What follows belongs to an exercise in optimizing a design on an open flow for a short achievable clock period and few clock cycles; a production flow would make more cautious choices.
In this exercise RTL edits were held to simulation tests only and were not proved equivalent to the original.

<file path="flow/flow/run.sh">
#!/bin/bash
# Layout flow: the standard layout (standard.sh: ORFS from the standard
# synthesis to the routed design), with ORFS's timing repair asked to keep
# SETUP_SLACK_MARGIN ns of setup slack, so that it sizes and buffers the
# paths that set the achieved period instead of stopping at zero slack.
# The clock, constraints and all other settings are the design's.
set -euo pipefail
if [[ ! -f standard.sh ]]; then
    cd "$(dirname "$0")/.."
fi
bash standard.sh SETUP_SLACK_MARGIN=110.5 finish > flow_standard.log 2>&1
</file>
<file path="flow/standard.sh">
#!/bin/bash
# synth_recipe.tcl (not shown) runs the flow's synth.tcl, then flattens the netlist and writes it again
# the make line also repeats each setting of config.mk as NAME=value (left out here)
make -C /OpenROAD-flow-scripts/flow DESIGN_CONFIG=/design/flow/config.mk WORK_HOME=/design/flow/orfs CLKGATE_MAP_FILE= SYNTH_SCRIPT=/design/flow/synth_recipe.tcl "${@:-finish}"
</file>
<file path="flow/config.mk">
export PLATFORM = sky130hd
export DESIGN_NAME = simplerisc_core
export DESIGN_NICKNAME = simplerisc_core
export VERILOG_FILES = /design/flow/design.v
export SDC_FILE = /design/flow/constraint.sdc
export NUM_CORES = 4
export LEC_CHECK = 0
export CAP_MARGIN = 20
export CORE_MARGIN = 2
export CORE_UTILIZATION = 40
export SLEW_MARGIN = 20
</file>
<file path="flow/constraint.sdc">
create_clock -name core_clock -period 140.0 [get_ports {clk}]
set_input_delay 28.0000 -clock core_clock [delete_from_list [all_inputs] [get_ports {clk}]]
set_output_delay 28.0000 -clock core_clock [all_outputs]
set_load 0.01 [all_outputs]
</file>
<file path="flow/design.v">
module mux2x1(
    input [31:0]x,z,
    input sel,
    output [31:0]y
  );
assign y = (sel == 0)? x : z;
endmodule
module mux2x1_4bit(
    input [3:0]x,z,
    input sel,
    output [3:0]y
);
assign y = (sel == 0)? x : z;
endmodule
module mux3x1 (
    input  [31:0] in0,    
    input  [31:0] in1,    
    input  [31:0] in2,    
    input  [1:0]  sel,    
    output [31:0] out
    );
assign out = (sel == 2'b00) ? in0 :
             (sel == 2'b01) ? in1 :
             (sel == 2'b10) ? in2 :
             32'b0;  
endmodule
module program_counter(
    input [31:0]pcnext,
    input clk,rst,
    output reg [31:0]pc
);
always@(posedge clk)
begin
    if(rst)
        pc <= 32'd0;
    else
        pc <= pcnext;
end
endmodule
module pc_plus4(
    input [31:0] pc,
    output [31:0] pcplus4
);
assign pcplus4 = pc + 1;  
endmodule
module instruction_decode(
    input [31:0]instruction,
    output [3:0]RS1,RS2,RD,ra
);
assign RS1 = instruction[21:18];
assign RS2 = instruction[17:14];
assign RD  = instruction[25:22];
assign ra  = 4'd15;
endmodule
module immediate_generator(
    input [31:0]instruction,
    output reg [31:0]immx
);
always @(*)
begin
    case(instruction[17:16])
    2'b10   : immx = {instruction[15:0], 16'b0};
    2'b00   : immx = {{16{instruction[15]}},instruction[15:0]};
    default : immx = {16'b0, instruction[15:0]};
    endcase
end
endmodule
module control_unit(
    input [31:0]instruction,
    output reg isRet,isSt,isWb,isImmediate,isBeq,isBgt,isUbranch,isLd,isCall,isCmp,
    output [13:0]alusignals
);
assign alusignals = instruction[31:18];
always @(*)
begin
    isCmp = (instruction[31:27] == 5'b00101);
    case(instruction[31:27])
    5'b00000,5'b00001,5'b00010,5'b00011,5'b00100,5'b00110,5'b00111,5'b01000,5'b01001,5'b01010,5'b01011,5'b01100:{isRet,isSt,isWb,isBeq,isBgt,isUbranch,isLd,isCall}=8'b00100000;
    5'b01110 : {isRet,isSt,isWb,isBeq,isBgt,isUbranch,isLd,isCall}=8'b00100010;
    5'b01111 : {isRet,isSt,isWb,isBeq,isBgt,isUbranch,isLd,isCall}=8'b01000000;
    5'b10000 : {isRet,isSt,isWb,isBeq,isBgt,isUbranch,isLd,isCall}=8'b00010000;
    5'b10001 : {isRet,isSt,isWb,isBeq,isBgt,isUbranch,isLd,isCall}=8'b00001000;
    5'b10010 : {isRet,isSt,isWb,isBeq,isBgt,isUbranch,isLd,isCall}=8'b00000100;
    5'b10011 : {isRet,isSt,isWb,isBeq,isBgt,isUbranch,isLd,isCall}=8'b00100101;
    5'b10100 : {isRet,isSt,isWb,isBeq,isBgt,isUbranch,isLd,isCall}=8'b10000100;
    default  : {isRet,isSt,isWb,isBeq,isBgt,isUbranch,isLd,isCall}=8'b00000000;
    endcase
    if(instruction[26]==1)
        isImmediate = 1'b1;
    else
        isImmediate = 1'b0;
end
endmodule
module register__file(
    input         clk,
    input  [3:0]  ra, rb,
    output [31:0] rda, rdb, r15,
    input         we0,
    input  [3:0]  wa0,
    input  [31:0] wd0,
    input         we1,
    input  [3:0]  wa1,
    input  [31:0] wd1
);
reg [31:0] register[15:0];
assign rda = register[ra];
assign rdb = register[rb];
assign r15 = register[15];
integer i;
always @(posedge clk)
begin
    for (i = 0; i < 16; i = i + 1)
        if (we0 && wa0 == i)
            register[i] <= wd0;
        else if (we1 && wa1 == i)
            register[i] <= wd1;
end
endmodule
module ALU(
    input  [31:0] a, b,
    input  [4:0]  op,
    output reg [31:0] result
);
wire big = |b[31:5];
always @(*)
begin
    case(op)
    5'd0, 5'd14, 5'd15: result = a + b;
    5'd1:  result = a - b;
    5'd2:  result = a * b;
    5'd6:  result = a & b;
    5'd7:  result = a | b;
    5'd8:  result = ~b;
    5'd9:  result = b;
    5'd10: result = big ? 32'd0 : (a << b[4:0]);
    5'd11: result = big ? 32'd0 : (a >> b[4:0]);
    5'd12: result = big ? {32{a[31]}} : $unsigned($signed(a) >>> b[4:0]);
    default: result = 32'd0;
    endcase
end
endmodule
module div_setup (
    input      [31:0] a, b,
    output reg [31:0] r,
    output reg [35:0] q,
    output     [31:0] b_out,
    output reg [2:0]  k
);
localparam STEPS = 6;
localparam NCH   = 6;            
wire [35:0] n = {4'd0, a};
assign b_out = b;
integer i;
always @(*) begin
    k = NCH[2:0];
    for (i = NCH - 1; i >= 0; i = i - 1)
        if ((n >> (i * STEPS)) < {4'd0, b})
            k = i[2:0];
    r = 32'd0;
    q = 36'd0;
    for (i = 0; i <= NCH; i = i + 1)
        if (k == i) begin
            r = n >> (i * STEPS);
            q = n << (36 - i * STEPS);
        end
    if (b == 32'd0) begin
        k = 3'd0;
        r = a;
        q = {36{1'b1}};
    end
end
endmodule
module div_steps (
    input      [31:0] r, b,
    input      [35:0] q,
    output reg [31:0] r_out,
    output reg [35:0] q_out
);
localparam STEPS = 6;
reg [32:0] t, d;
integer j;
always @(*) begin
    r_out = r;
    q_out = q;
    for (j = 0; j < STEPS; j = j + 1) begin
        t = {r_out, q_out[35]};
        d = t - {1'b0, b};
        q_out = {q_out[34:0], ~d[32]};
        r_out = d[32] ? t[31:0] : d[31:0];
    end
end
endmodule
module pfx_add #(parameter N = 32) (
    input  [N-1:0] a, b,
    input          cin,
    output [N-1:0] s,
    output         cout
);
wire [N-1:0] p0 = a ^ b;
reg  [N:0] g, p, gn, pn;
integer i, d;
always @(*) begin
    g = {a & b, cin};
    p = {p0, 1'b0};
    for (d = 1; d <= N; d = d * 2) begin
        gn = g;
        pn = p;
        for (i = d; i <= N; i = i + 1) begin
            gn[i] = g[i] | (p[i] & g[i-d]);
            pn[i] = p[i] & p[i-d];
        end
        g = gn;
        p = pn;
    end
end
assign s    = p0 ^ g[N-1:0];
assign cout = g[N];
endmodule
module flag(
    input clk,rst,
    input isCmp,
    input [1:0]flags_in,
    output reg GT_flag,
    output reg EQ_flag
);
always @(posedge clk)
begin
    if(rst)
    begin
        GT_flag <= 1'b0;
        EQ_flag <= 1'b0;
    end
    else if(isCmp)
    begin
        GT_flag <= flags_in[1];
        EQ_flag <= flags_in[0];
    end
end
endmodule
module branch_unit(
    input EQ_flag,GT_flag,isBgt,isBeq,isUbranch,
    output isBranchtaken
   );
wire w1,w2;
and a1(w1,EQ_flag,isBeq);
and a2(w2,GT_flag,isBgt);
or o1(isBranchtaken,w1,w2,isUbranch);
endmodule
module simplerisc_core (
    input         clk,
    input         rst,
    output [31:0] imem_addr,
    input  [31:0] imem_rdata,
    output        dmem_re,
    output        dmem_we,
    output [31:0] dmem_addr,
    output [31:0] dmem_wdata,
    input  [31:0] dmem_rdata
);
localparam OP_ADD = 5'd0,  OP_SUB = 5'd1,  OP_MUL = 5'd2,  OP_DIV = 5'd3,
           OP_MOD = 5'd4,  OP_CMP = 5'd5,  OP_AND = 5'd6,  OP_OR  = 5'd7,
           OP_NOT = 5'd8,  OP_MOV = 5'd9,  OP_LSL = 5'd10, OP_LSR = 5'd11,
           OP_ASR = 5'd12, OP_LD  = 5'd14, OP_ST  = 5'd15,
           OP_BEQ = 5'd16, OP_BGT = 5'd17, OP_B   = 5'd18, OP_CALL = 5'd19,
           OP_RET = 5'd20;
reg  [31:0] fpc;             
reg         f_slow;          
reg  [31:0] d_ir;            
reg  [31:0] d_pc;
reg         d_v;
reg         eq_flag, gt_flag;
reg         x_v;             
reg  [4:0]  x_op;
reg         x_we;            
reg         x_ld;            
reg         x_st;
reg  [3:0]  x_rd;
reg  [31:0] x_a, x_b, x_s;
reg         m_re, m_we;      
reg  [31:0] m_addr, m_wdata;
reg  [3:0]  m_rd;
reg         m_wb;            
reg         w_wb;            
reg  [3:0]  w_rd;
reg  [31:0] w_data;
wire [4:0]  d_op  = d_ir[31:27];
wire        d_imm = d_ir[26];
wire [3:0]  d_rd  = d_ir[25:22];
wire [3:0]  d_rs1 = d_ir[21:18];
wire [3:0]  d_rs2 = d_ir[17:14];
wire        d_st  = (d_op == OP_ST);
wire        d_ld  = (d_op == OP_LD);
wire        d_call= (d_op == OP_CALL);
wire        d_cmp = (d_op == OP_CMP);
wire        d_div = (d_op == OP_DIV) || (d_op == OP_MOD);
wire [3:0]  d_p2  = d_st ? d_rd : d_rs2;
wire        d_alu_wb = (d_op <= 5'd12) && !d_cmp;
wire        d_uses_a = (d_op <= 5'd7) || (d_op == OP_LSL) || (d_op == OP_LSR) ||
                       (d_op == OP_ASR) || d_ld || d_st;
wire        d_uses_p2= ((d_op <= 5'd12 || d_ld) && !d_imm) || d_st;
wire        d_wr     = d_alu_wb || d_call || d_ld;       
wire [3:0]  d_wrd    = d_call ? 4'd15 : d_rd;
wire [31:0] rf_a, rf_p2, rf_r15;
wire        x_fire;
wire [31:0] x_res;
wire [31:0] alu_res;
register__file rf (
    .clk(clk),
    .ra(d_rs1), .rb(d_p2),
    .rda(rf_a), .rdb(rf_p2), .r15(rf_r15),
    .we0(x_fire && x_we), .wa0(x_rd), .wd0(x_res),
    .we1(w_wb), .wa1(w_rd), .wd1(w_data)
);
wire x_fwd_ok = x_v && x_we && (x_op != OP_DIV) && (x_op != OP_MOD);
wire a_x = x_fwd_ok && x_rd == d_rs1;
wire a_m = m_wb && m_rd == d_rs1;
wire a_w = w_wb && w_rd == d_rs1;
wire p_x = x_fwd_ok && x_rd == d_p2;
wire p_m = m_wb && m_rd == d_p2;
wire p_w = w_wb && w_rd == d_p2;
wire [31:0] d_ae = a_x ? alu_res : a_w ? w_data : rf_a;
wire [31:0] d_pe = p_x ? alu_res : p_w ? w_data : rf_p2;
wire [31:0] d_a  = (a_m && !a_x) ? dmem_rdata : d_ae;
wire [31:0] d_pv = (p_m && !p_x) ? dmem_rdata : d_pe;
wire [31:0] d_immx;
immediate_generator ig (.instruction(d_ir), .immx(d_immx));
wire [31:0] d_be = d_imm ? d_immx : d_pe;
wire [31:0] d_b  = d_imm ? d_immx : d_pv;
wire x_late = x_v && (x_ld || (x_we && !x_fwd_ok));
wire haz_a  = d_uses_a  && ((x_late && x_rd == d_rs1) || ((d_cmp || d_div) && a_m && !a_x));
wire haz_p  = d_uses_p2 && ((x_late && x_rd == d_p2)  || ((d_cmp || d_div) && p_m && !p_x));
wire x_stall;
wire d_stall = x_stall || (d_v && (haz_a || haz_p));
wire d_adv   = d_v && !d_stall;
wire cmp_eq = (d_ae == d_be);
wire cmp_gt = (d_ae > d_be);
wire nx_eq = (d_v && d_cmp) ? cmp_eq : eq_flag;
wire nx_gt = (d_v && d_cmp) ? cmp_gt : gt_flag;
wire [31:0] dv_r, dv_b;
wire [35:0] dv_q;
wire [2:0]  dv_k;
div_setup dset (.a(d_ae), .b(d_be), .r(dv_r), .q(dv_q), .b_out(dv_b), .k(dv_k));
ALU alu (.a(x_a), .b(x_b), .op(x_op), .result(alu_res));
reg  [31:0] dd_r, dd_b;
reg  [35:0] dd_q;
reg  [2:0]  dd_k;            
wire [31:0] ds_r;
wire [35:0] ds_q;
div_steps dstep (.r(dd_r), .q(dd_q), .b(dd_b), .r_out(ds_r), .q_out(ds_q));
wire        x_div   = (x_op == OP_DIV) || (x_op == OP_MOD);
wire        dd_none = (dd_k == 3'd0);
wire [31:0] div_q   = dd_none ? dd_q[31:0] : ds_q[31:0];
wire [31:0] div_r   = dd_none ? dd_r : ds_r;
assign x_res = (x_op == OP_DIV) ? div_q :
               (x_op == OP_MOD) ? div_r : alu_res;
assign x_stall = x_v && x_div && (dd_k > 3'd1);
assign x_fire  = x_v && !x_stall;
wire [31:0] x_addr = x_a + x_b;
wire [4:0]  f_op  = imem_rdata[31:27];
wire [26:0] f_off = imem_rdata[26:0];
wire r15_pending = (d_v && d_wr && d_wrd == 4'd15) ||
                   (x_v && (x_we || x_ld) && x_rd == 4'd15) ||
                   (m_wb && m_rd == 4'd15);
wire [31:0] r15_val = (w_wb && w_rd == 4'd15) ? w_data : rf_r15;
wire [9:0]  f_lo;
wire        f_lo_c;
pfx_add #(.N(10)) f_add (.a(fpc[9:0]), .b(f_off[9:0]), .cin(1'b0), .s(f_lo), .cout(f_lo_c));
wire        f_hi0   = (f_off[26:10] == 17'h00000);
wire        f_hi1   = (f_off[26:10] == 17'h1FFFF);
wire        f_near  = (f_hi0 && !f_lo_c) || (f_hi1 && f_lo_c);
wire [31:0] f_slow_tgt = d_pc + {{5{d_ir[26]}}, d_ir[26:0]};
wire [31:0] f_brel  = {fpc[31:10], f_lo};
wire f_jrel = (f_op == OP_B) || (f_op == OP_BEQ && nx_eq) || (f_op == OP_BGT && nx_gt);
wire f_far  = f_jrel && !f_near;
wire f_hold = (f_op == OP_RET) && r15_pending;
wire [31:0] f_next = f_slow            ? f_slow_tgt :
                     f_jrel            ? f_brel :
                     (f_op == OP_CALL) ? {{5{f_off[26]}}, f_off} :
                     (f_op == OP_RET)  ? r15_val : (fpc + 32'd1);
always @(posedge clk) begin
    if (rst) begin
        fpc    <= 32'd0;
        d_v    <= 1'b0;
        f_slow <= 1'b0;
    end else if (!d_stall) begin
        d_v    <= !f_hold && !f_far && !f_slow;
        f_slow <= f_far && !f_slow;
        if (f_slow || !f_hold)
            fpc <= f_next;
    end
end
always @(posedge clk) begin
    if (!d_stall) begin
        d_ir <= imem_rdata;
        d_pc <= fpc;
    end
end
always @(posedge clk) begin
    if (rst) begin
        eq_flag <= 1'b0;
        gt_flag <= 1'b0;
    end else if (d_adv && d_cmp) begin
        eq_flag <= cmp_eq;
        gt_flag <= cmp_gt;
    end
end
always @(posedge clk) begin
    if (rst)
        x_v <= 1'b0;
    else if (!x_stall)
        x_v <= d_adv;
end
always @(posedge clk) begin
    if (!x_stall) begin
        x_op <= d_call ? OP_MOV : d_op;
        x_we <= d_alu_wb || d_call;
        x_ld <= d_ld;
        x_st <= d_st;
        x_rd <= d_wrd;
        x_a  <= d_a;
        x_b  <= d_call ? (d_pc + 32'd1) : d_b;
        x_s  <= d_pv;
    end
end
always @(posedge clk) begin
    if (!x_stall) begin
        dd_r <= dv_r;
        dd_q <= dv_q;
        dd_b <= dv_b;
        dd_k <= dv_k;
    end else begin
        dd_r <= ds_r;
        dd_q <= ds_q;
        dd_k <= dd_k - 3'd1;
    end
end
always @(posedge clk) begin
    if (rst) begin
        m_re <= 1'b0;
        m_we <= 1'b0;
        m_wb <= 1'b0;
        w_wb <= 1'b0;
    end else begin
        m_re <= x_fire && x_ld;
        m_we <= x_fire && x_st;
        m_wb <= x_fire && x_ld;
        w_wb <= m_wb && !(x_fire && x_we && x_rd == m_rd);
    end
end
always @(posedge clk) begin
    m_addr  <= x_addr;
    m_wdata <= x_s;
    m_rd    <= x_rd;
    w_rd    <= m_rd;
    w_data  <= dmem_rdata;
end
assign imem_addr  = fpc;
assign dmem_re    = m_re;
assign dmem_we    = m_we;
assign dmem_addr  = m_addr;
assign dmem_wdata = m_wdata;
endmodule
</file>
==> flow_summary_export.csv <==
group,metric,value,unit
logic_synthesis,synth_edf_count,684,
global_routing,grt.total_usage,40.4,%
floorplanning,rows,173,
run,maxCapViolCount,0,
logic_synthesis,yosys_warnings,8,
timing,skew,0.104,ns
clock_network,cts_buffers,107,
timing,period_needed,29.63,ns
global_routing,use_met3,13.3,%
logic_synthesis,synth-simple-area-share,15.8,%
timing,setup_tns,0,ns
critical_path,cp-endpoint,"d_v$_SDFFE_PP0N_",
logic_synthesis,ys_seq_area_share,28.5,%
critical_path,max_stage_delay,0.21,ns
placed_design,gp_congestion,1.07,
clock_network,clkTransAtPathRegs,0.07,ns
clock_network,root_buffer,"clkbuf_16",
floorplanning,die-area,0.228,mm^2
critical_path,rr_endpoint,"rf.register[2][0]$_DFFE_PP_",
logic_synthesis,synth_compound_area_share,22.9,%
clock_network,cts_hold_buf,0,
detailed_routing,vias_per_cell,6.67,
critical_path,cp_cell_sequence,"buf_8, ha_4, inv_2, fa_2, inv_2, a21oi_2, o21bai_1, a21o_1, a21o_1, a21o_1, a21o_1, a21o_1, a21oi_2, nor2_1, a211oi_1, nor2_1, nand3_1, a21oi_1",
status,status,"timing/DRC/antenna clean",
critical_path,path_max_fanout,3,
timing,worst_slew_pin_slew,1.31,ns
detailed_routing,wirelength,476,mm
detailed_routing,num_vias,90500,
logic_synthesis,synth_cell_type_count,115,
logic_synthesis,synth_top_family_by_area,"compound AO/OA/AOI/OAI gates",
critical_path,r2r_slack,112.15,ns
clock_network,cts_tree,"done",
logic_synthesis,syn_area,0.0895,mm^2
logic_synthesis,postSynth.asyncResetShare,0,%
floorplanning,die_height,477,um
detailed_routing,first_pass_iters,10,
worst_hold_path,hold_path_class,"register to register",
floorplanning,initial_core_util,40.3,%
logic_synthesis,avgSynthCellArea,8.49,um^2
logic_synthesis,ys_ff_latch,931,
global_routing,use_met2,58.6,%
placed_design,place_area,0.0953,mm^2
critical_path,crit_slowest_cell,"fa_2",
timing,setup_violations,0,
worst_hold_path,hold_start,"x_s[16]$_DFFE_PN_",
critical_path,r2r_cells,102,
logic_synthesis,synth_mux_area_share,4.68,%
placed_design,dp_slack,109.03,ns
global_routing,overflow,0,
timing,fin_crit_sh,21.2,%
floorplanning,core_region_area,0.222,mm^2
detailed_routing,drcViolationCount,0,
cells_and_area,fin_nets,11500,
global_routing,grt_pass1_vias,85300,
critical_path,critPathRequiredTime,140.62,ns
floorplanning,io-pin-count,164,
critical_path,cp-start-kind,"input pin",
clock_network,clk_latency,0.86,ns
logic_synthesis,synthAdderAreaFrac,17.1,%
global_routing,grt_max_degree,75,
timing,rsz0062_at_grt,"yes",
timing,maxSlewViolCount,0,
logic_synthesis,synthCells,10500,
timing,relSlewSlack,12.2,%
global_routing,busiest_layer,"met2",
global_routing,antenna_found_initial,52,
placed_design,dp_hpwl,336,mm
timing,max_freq,33.8,MHz
critical_path,end_kind,"register",
cells_and_area,area_growth,11.4,%
critical_path,timing.rr.start,"dd_b[0]$_DFFE_PN_",
logic_synthesis,synth-main-ff-cell,"edfxtp_1",
detailed_routing,drt_iter0_drc,15300,
global_routing,grt_pass1_wl,660,mm
critical_path,worstPathArrival,30.25,ns
placed_design,portBuffers,163,
critical_path,cp-startpoint,"imem_rdata[0]",
floorplanning,die_x,477,um
clock_network,h-tree-depth,3,
detailed_routing,wl_per_cell,35.1,um
timing,setup_ws,110.38,ns
timing,hold_viol,0,
cells_and_area,fin_area,0.0997,mm^2
critical_path,path_class,"input pin to register",
detailed_routing,ant_nets,0,
cells_and_area,drive_gt1_share,9.87,%
logic_synthesis,synth_xor_area_share,4.15,%
logic_synthesis,synthesis.nets,11600,
clock_network,cts.path.max_buffers,3,
clock_network,clock-sinks,931,
critical_path,path_common_cell,"a21o_1",
global_routing,met1_usage,49.2,%
cells_and_area,final_util,44.9,%
## critical path: cells and delay by family
| kind | cells | cell delay [ns] |
|---|---|---|
| AO/OA/AOI/OAI | 10 | 1.43 |
| adder cells (fa/ha/maj) | 2 | 0.37 |
| buffers and inverters | 3 | 0.20 |
| AND/OR/NAND/NOR | 3 | 0.27 |
## worst min path at each step
stage | end | slack (ns) | cells past startpoint
after global placement | m_wdata[5]$_DFF_P_ | 0.33 | 0
after detailed placement | m_wdata[5]$_DFF_P_ | 0.34 | 0
final | m_wdata[16]$_DFF_P_ | 0.36 | 0
after global routing | m_wdata[16]$_DFF_P_ | 0.37 | 0
after CTS | m_wdata[5]$_DFF_P_ | 0.35 | 0
after floorplan | m_wdata[0]$_DFF_P_ | 0.32 | 0
## synth_stat cells, drive strengths merged, types with 141 or more instances
library cell,number,area share [%]
a211oi,160,1.4
a21o,141,1.2
a21oi,726,4.1
ha,554,7.7
clkbuf,562,2.4
nor2,871,3.7
nand3,197,1.1
nand2,1355,5.7
fa,418,9.3
xnor2,284,2.8
a221oi,141,1.4
a22oi,319,2.7
edfxtp,684,23
dfxtp,247,5.5
mux2i,184,2.1
inv,822,3.4
o21ai,813,4.6
nor3,173,1.0
buf,187,1.1
## layer usage
layer / vias up / wire length [um]
li1: 37700 / -
met1: 43900 / 172000
met2: 6875 / 196000
met3: 1979 / 61300
met4: 40 / 46200
met5: - / 342
## flip-flops by register name, indices dropped and copies added (netlist names), 3 cells and up
register and cells:
d_ir 32, d_pc 32, dd_b 32, dd_k 3, dd_q 36, dd_r 32, fpc 32, m_addr 32
m_rd 4, m_wdata 32, rf.register 512, w_data 32, w_rd 4, x_a 32, x_b 32, x_op 5
x_rd 4, x_s 32
## cell usage in the layout (no fill, tap or decap), types with 110 or more instances in the layout
master and n:
a221oi_1 133, a211oi_1 153, a21o_1 141, inv_1 811
fa_1 417, mux2i_1 178, xnor2_1 279, a21oi_1 705
nand2_1 1338, a22oi_1 319, clkbuf_16 110, buf_4 381
dfxtp_1 214, nand3_1 193, nor3_1 155, edfxtp_1 684
xor2_1 133, o21ai_1 116, nor2_1 850, o21ai_0 681
ha_1 550
## layout make-up
cell class	count	area (um^2)
timing repair buffer	553	4540
fill	21800	123000
inverter	832	3130
clock inverter	59	737
clock buffer	144	3070
tap	2975	3720
sequential	931	25600
multi-input combinational	8038	58900
antenna	38	95.1
## timing repair
item                                    CTS  global route
endpoints found under the setup margin  132           566
resized for setup                       220            51
setup buffers                            11            13
pin swaps                                 9            12
cloned                                    3             1
## metrics by stage
step                cells  hold slack [ns]
floorplan           10500            0.323
global placement    13300            0.330
detailed placement  13300            0.338
CTS                 13500            0.353
global route        13500            0.367
finish              13600            0.356
## logic make-up (layout without fill, tap and decap cells)
family | count (synthesis) | in the layout
and+or+nand+nor | 3188 | 3191
AOI/OAI and AO/OA | 3131 | 3131
buffers and inverters | 1581 | 1588
adders and majority gates | 972 | 972
DFF | 931 | 931
xor gates and xnor gates | 420 | 420
muxes | 324 | 324
other | 0 | 38
Testbench counts, summed over its fixed seeds: cycles 36,606.

[port drivers added, routing unchanged]
No port has a modelled driver above. Below, the same layout with a new extraction and two added sets of constraints.
Step 1 sets driving cells, clkbuf_16 on the clock port and buf_2 on the other inputs (assumed; they add their load-dependent delay and slew).
Step 2 adds t to the input delays and takes it off the output delays; t is the mean of the earliest and latest rising clock arrival at the registers after step 1. Input paths then give back, and output paths get back, about the clock's delay inside the block.
Three values: ideal ports, drivers, drivers and shift; two values: the first two.
t (ns): 0.910
setup slack, ns: 110.375 / 110.423 / 109.528
latest minus earliest clock arrival (ns): 0.106 / 0.107
worst register clock-pin slew, ns: 0.07 / 0.07
worst slew at a driven data input, ns: 0.12
After both steps this run still meets setup and hold. For this run, drivers alone change the setup slack by +0.048 ns; drivers and shift together by -0.847 ns.
